This is an optimization exercise on Yosys and OpenROAD, whose aim is small area and a short achievable clock period, not a production implementation.

==> job 107: inputs <==
## Pipeline_1
module Pipeline_1(
input clk,rst,
input [7:0]a,b,c,d,
output [7:0]out
    );
  wire s1 = a[0] ^ b[0];
  wire c2 = a[0] & b[0];
  wire s3 = a[1] ^ b[1] ^ c2;
  wire c4 = (a[1] & b[1]) | (c2 & (a[1] ^ b[1]));
  wire s5 = a[2] ^ b[2] ^ c4;
  wire c6 = (a[2] & b[2]) | (c4 & (a[2] ^ b[2]));
  wire s7 = a[3] ^ b[3] ^ c6;
  wire c8 = (a[3] & b[3]) | (c6 & (a[3] ^ b[3]));
  wire s9 = a[4] ^ b[4] ^ c8;
  wire c10 = (a[4] & b[4]) | (c8 & (a[4] ^ b[4]));
  wire s11 = a[5] ^ b[5] ^ c10;
  wire c12 = (a[5] & b[5]) | (c10 & (a[5] ^ b[5]));
  wire s13 = a[6] ^ b[6] ^ c12;
  wire c14 = (a[6] & b[6]) | (c12 & (a[6] ^ b[6]));
  wire s15 = a[7] ^ b[7] ^ c14;
  wire s16 = c[0] ^ d[0];
  wire c17 = c[0] | ~d[0];
  wire nd18 = ~d[1];
  wire s19 = c[1] ^ nd18 ^ c17;
  wire c20 = (c[1] & nd18) | (c17 & (c[1] ^ nd18));
  wire nd21 = ~d[2];
  wire s22 = c[2] ^ nd21 ^ c20;
  wire c23 = (c[2] & nd21) | (c20 & (c[2] ^ nd21));
  wire nd24 = ~d[3];
  wire s25 = c[3] ^ nd24 ^ c23;
  ...
clock: 36.0 ns
lec_check: 0
cap_margin: 20
core_margin: 2
core_utilization: 40
slew_margin: 20
run.sh (not shown) runs the stock make flow with config.mk's settings and CLKGATE_MAP_FILE= SYNTH_SCRIPT=/design/flow/synth_recipe.tcl, a recipe that flattens the netlist after the stock synthesis.
==> job 7910 (differences from job 107) <==
--- a/flow/design.v
+++ b/flow/design.v
@@ -271,65 +271,65 @@
   wire ge257 = ~b256 & hz223;
   wire r258 = s205 ^ (ge257 & R1_d[0]);
   wire r259 = r248 ^ (ge257 & (R1_d[1] ^ b252));
   wire r260 = r249 ^ (ge257 & (R1_d[2] ^ b253));
   wire r261 = r250 ^ (ge257 & (R1_d[3] ^ b254));
   wire r262 = r251 ^ (ge257 & (R1_d[4] ^ b255));
-  wire b263 = ~s203 & R1_d[0];
-  wire b264 = (~r258 & R1_d[1]) | (~(r258 ^ R1_d[1]) & b263);
-  wire b265 = (~r259 & R1_d[2]) | (~(r259 ^ R1_d[2]) & b264);
-  wire b266 = (~r260 & R1_d[3]) | (~(r260 ^ R1_d[3]) & b265);
-  wire b267 = (~r261 & R1_d[4]) | (~(r261 ^ R1_d[4]) & b266);
-  wire b268 = (~r262 & R1_d[5]) | (~(r262 ^ R1_d[5]) & b267);
-  wire ge269 = ~b268 & hz222;
-  wire r270 = s203 ^ (ge269 & R1_d[0]);
-  wire r271 = r258 ^ (ge269 & (R1_d[1] ^ b263));
-  wire r272 = r259 ^ (ge269 & (R1_d[2] ^ b264));
-  wire r273 = r260 ^ (ge269 & (R1_d[3] ^ b265));
-  wire r274 = r261 ^ (ge269 & (R1_d[4] ^ b266));
-  wire r275 = r262 ^ (ge269 & (R1_d[5] ^ b267));
-  reg [9:0] R2_p;
-  reg [5:0] R2_r;
+  reg [10:0] R2_p;
+  reg [4:0] R2_r;
   reg [7:0] R2_d;
   reg R2_v;
   always @(posedge clk) begin
-    R2_p <= {s201, s199, s185, s171, s157, s143, s129, s115, s101, pp37};
-    R2_r <= {r275, r274, r273, r272, r271, r270};
+    R2_p <= {s203, s201, s199, s185, s171, s157, s143, s129, s115, s101, pp37};
+    R2_r <= {r262, r261, r260, r259, r258};
     R2_d <= R1_d;
     R2_v <= ~rst & R1_v;
   end
-  wire nd276 = ~R2_d[0];
-  wire nd277 = ~R2_d[1];
-  wire nd278 = ~R2_d[2];
-  wire nd279 = ~R2_d[3];
-  wire nd280 = ~R2_d[4];
-  wire nd281 = ~R2_d[5];
-  wire nd282 = ~R2_d[6];
-  wire nd283 = ~R2_d[7];
-  wire hz284 = ~R2_d[7];
-  wire hz285 = hz284 & ~R2_d[6];
-  wire hz286 = hz285 & ~R2_d[5];
-  wire hz287 = hz286 & ~R2_d[4];
-  wire hz288 = hz287 & ~R2_d[3];
-  wire hz289 = hz288 & ~R2_d[2];
-  wire hz290 = hz289 & ~R2_d[1];
+  wire nd263 = ~R2_d[0];
+  wire nd264 = ~R2_d[1];
+  wire nd265 = ~R2_d[2];
+  wire nd266 = ~R2_d[3];
+  wire nd267 = ~R2_d[4];
+  wire nd268 = ~R2_d[5];
+  wire nd269 = ~R2_d[6];
+  wire nd270 = ~R2_d[7];
+  wire hz271 = ~R2_d[7];
+  wire hz272 = hz271 & ~R2_d[6];
+  wire hz273 = hz272 & ~R2_d[5];
+  wire hz274 = hz273 & ~R2_d[4];
+  wire hz275 = hz274 & ~R2_d[3];
+  wire hz276 = hz275 & ~R2_d[2];
+  wire hz277 = hz276 & ~R2_d[1];
+  wire b278 = ~R2_p[10] & R2_d[0];
+  wire b279 = (~R2_r[0] & R2_d[1]) | (~(R2_r[0] ^ R2_d[1]) & b278);
+  wire b280 = (~R2_r[1] & R2_d[2]) | (~(R2_r[1] ^ R2_d[2]) & b279);
+  wire b281 = (~R2_r[2] & R2_d[3]) | (~(R2_r[2] ^ R2_d[3]) & b280);
+  wire b282 = (~R2_r[3] & R2_d[4]) | (~(R2_r[3] ^ R2_d[4]) & b281);
+  wire b283 = (~R2_r[4] & R2_d[5]) | (~(R2_r[4] ^ R2_d[5]) & b282);
+  wire ge284 = ~b283 & hz272;
+  wire r285 = R2_p[10] ^ (ge284 & R2_d[0]);
+  wire r286 = R2_r[0] ^ (ge284 & (R2_d[1] ^ b278));
+  wire r287 = R2_r[1] ^ (ge284 & (R2_d[2] ^ b279));
+  wire r288 = R2_r[2] ^ (ge284 & (R2_d[3] ^ b280));
+  wire r289 = R2_r[3] ^ (ge284 & (R2_d[4] ^ b281));
+  wire r290 = R2_r[4] ^ (ge284 & (R2_d[5] ^ b282));
   wire b291 = ~R2_p[9] & R2_d[0];
-  wire b292 = (~R2_r[0] & R2_d[1]) | (~(R2_r[0] ^ R2_d[1]) & b291);
-  wire b293 = (~R2_r[1] & R2_d[2]) | (~(R2_r[1] ^ R2_d[2]) & b292);
-  wire b294 = (~R2_r[2] & R2_d[3]) | (~(R2_r[2] ^ R2_d[3]) & b293);
-  wire b295 = (~R2_r[3] & R2_d[4]) | (~(R2_r[3] ^ R2_d[4]) & b294);
-  wire b296 = (~R2_r[4] & R2_d[5]) | (~(R2_r[4] ^ R2_d[5]) & b295);
-  wire b297 = (~R2_r[5] & R2_d[6]) | (~(R2_r[5] ^ R2_d[6]) & b296);
-  wire ge298 = ~b297 & hz284;
+  wire b292 = (~r285 & R2_d[1]) | (~(r285 ^ R2_d[1]) & b291);
+  wire b293 = (~r286 & R2_d[2]) | (~(r286 ^ R2_d[2]) & b292);
+  wire b294 = (~r287 & R2_d[3]) | (~(r287 ^ R2_d[3]) & b293);
+  wire b295 = (~r288 & R2_d[4]) | (~(r288 ^ R2_d[4]) & b294);
+  wire b296 = (~r289 & R2_d[5]) | (~(r289 ^ R2_d[5]) & b295);
+  wire b297 = (~r290 & R2_d[6]) | (~(r290 ^ R2_d[6]) & b296);
+  wire ge298 = ~b297 & hz271;
   wire r299 = R2_p[9] ^ (ge298 & R2_d[0]);
-  wire r300 = R2_r[0] ^ (ge298 & (R2_d[1] ^ b291));
-  wire r301 = R2_r[1] ^ (ge298 & (R2_d[2] ^ b292));
-  wire r302 = R2_r[2] ^ (ge298 & (R2_d[3] ^ b293));
-  wire r303 = R2_r[3] ^ (ge298 & (R2_d[4] ^ b294));
-  wire r304 = R2_r[4] ^ (ge298 & (R2_d[5] ^ b295));
-  wire r305 = R2_r[5] ^ (ge298 & (R2_d[6] ^ b296));
+  wire r300 = r285 ^ (ge298 & (R2_d[1] ^ b291));
+  wire r301 = r286 ^ (ge298 & (R2_d[2] ^ b292));
+  wire r302 = r287 ^ (ge298 & (R2_d[3] ^ b293));
+  wire r303 = r288 ^ (ge298 & (R2_d[4] ^ b294));
+  wire r304 = r289 ^ (ge298 & (R2_d[5] ^ b295));
+  wire r305 = r290 ^ (ge298 & (R2_d[6] ^ b296));
   wire b306 = ~R2_p[8] & R2_d[0];
   wire b307 = (~r299 & R2_d[1]) | (~(r299 ^ R2_d[1]) & b306);
   wire b308 = (~r300 & R2_d[2]) | (~(r300 ^ R2_d[2]) & b307);
   wire b309 = (~r301 & R2_d[3]) | (~(r301 ^ R2_d[3]) & b308);
   wire b310 = (~r302 & R2_d[4]) | (~(r302 ^ R2_d[4]) & b309);
   wire b311 = (~r303 & R2_d[5]) | (~(r303 ^ R2_d[5]) & b310);
==> qor summary <==
quantity	job 7910	job 107
Result of the run	timing/DRC/antenna clean	timing/DRC/antenna clean
Final period util	0.463	0.459
Routed wl met2	8720 um	7610 um
Number of non-filler instances in the completed layout	1,239	1,231
Least-Margin Pin Slew	0.974 ns	0.925 ns
Xor and xnor fraction of the mapped netlist area	0.159	0.171
Biggest cell delay along the critical path	0.53 ns	0.66 ns
Horizontal die dimension	147 um	147 um
Met3 Usage GRT	0.0230	0.0258
First-pass GRT wire length	29,700 um	28,900 um
Proportion of synthesized chip area in sequential cells	0.183	0.183
Detailed route wirelength on metal3	532 um	444 um
No functional check of the RTL was part of any run of this note.

[afterwards: timing with drivers on the ports]
In the flow no input, the clock included, has a driving cell. The finished layouts below were timed again as built, in two steps. Step 1: set_driving_cell puts a clkbuf_16 on clk and a buf_2 on each other input, an assumption about the parent block. Step 2 also shifts input and output timing later by t, the mid clock arrival at the registers, as if the neighbouring blocks saw the same clock. Slacks: ideal ports / drivers / drivers and shift; pairs: ideal ports / drivers.
run | t, ns | setup WS [ns] | worst setup path at the end | slew at the worst register clock pin (ns)
job 107 | 0.384 | 19.474 / 19.431 / 19.815 | register to output | 0.06 / 0.06
job 7910 | 0.376 | 19.339 / 19.300 / 19.676 | register to output | 0.06 / 0.06
After both steps setup and hold are still met in every run listed.
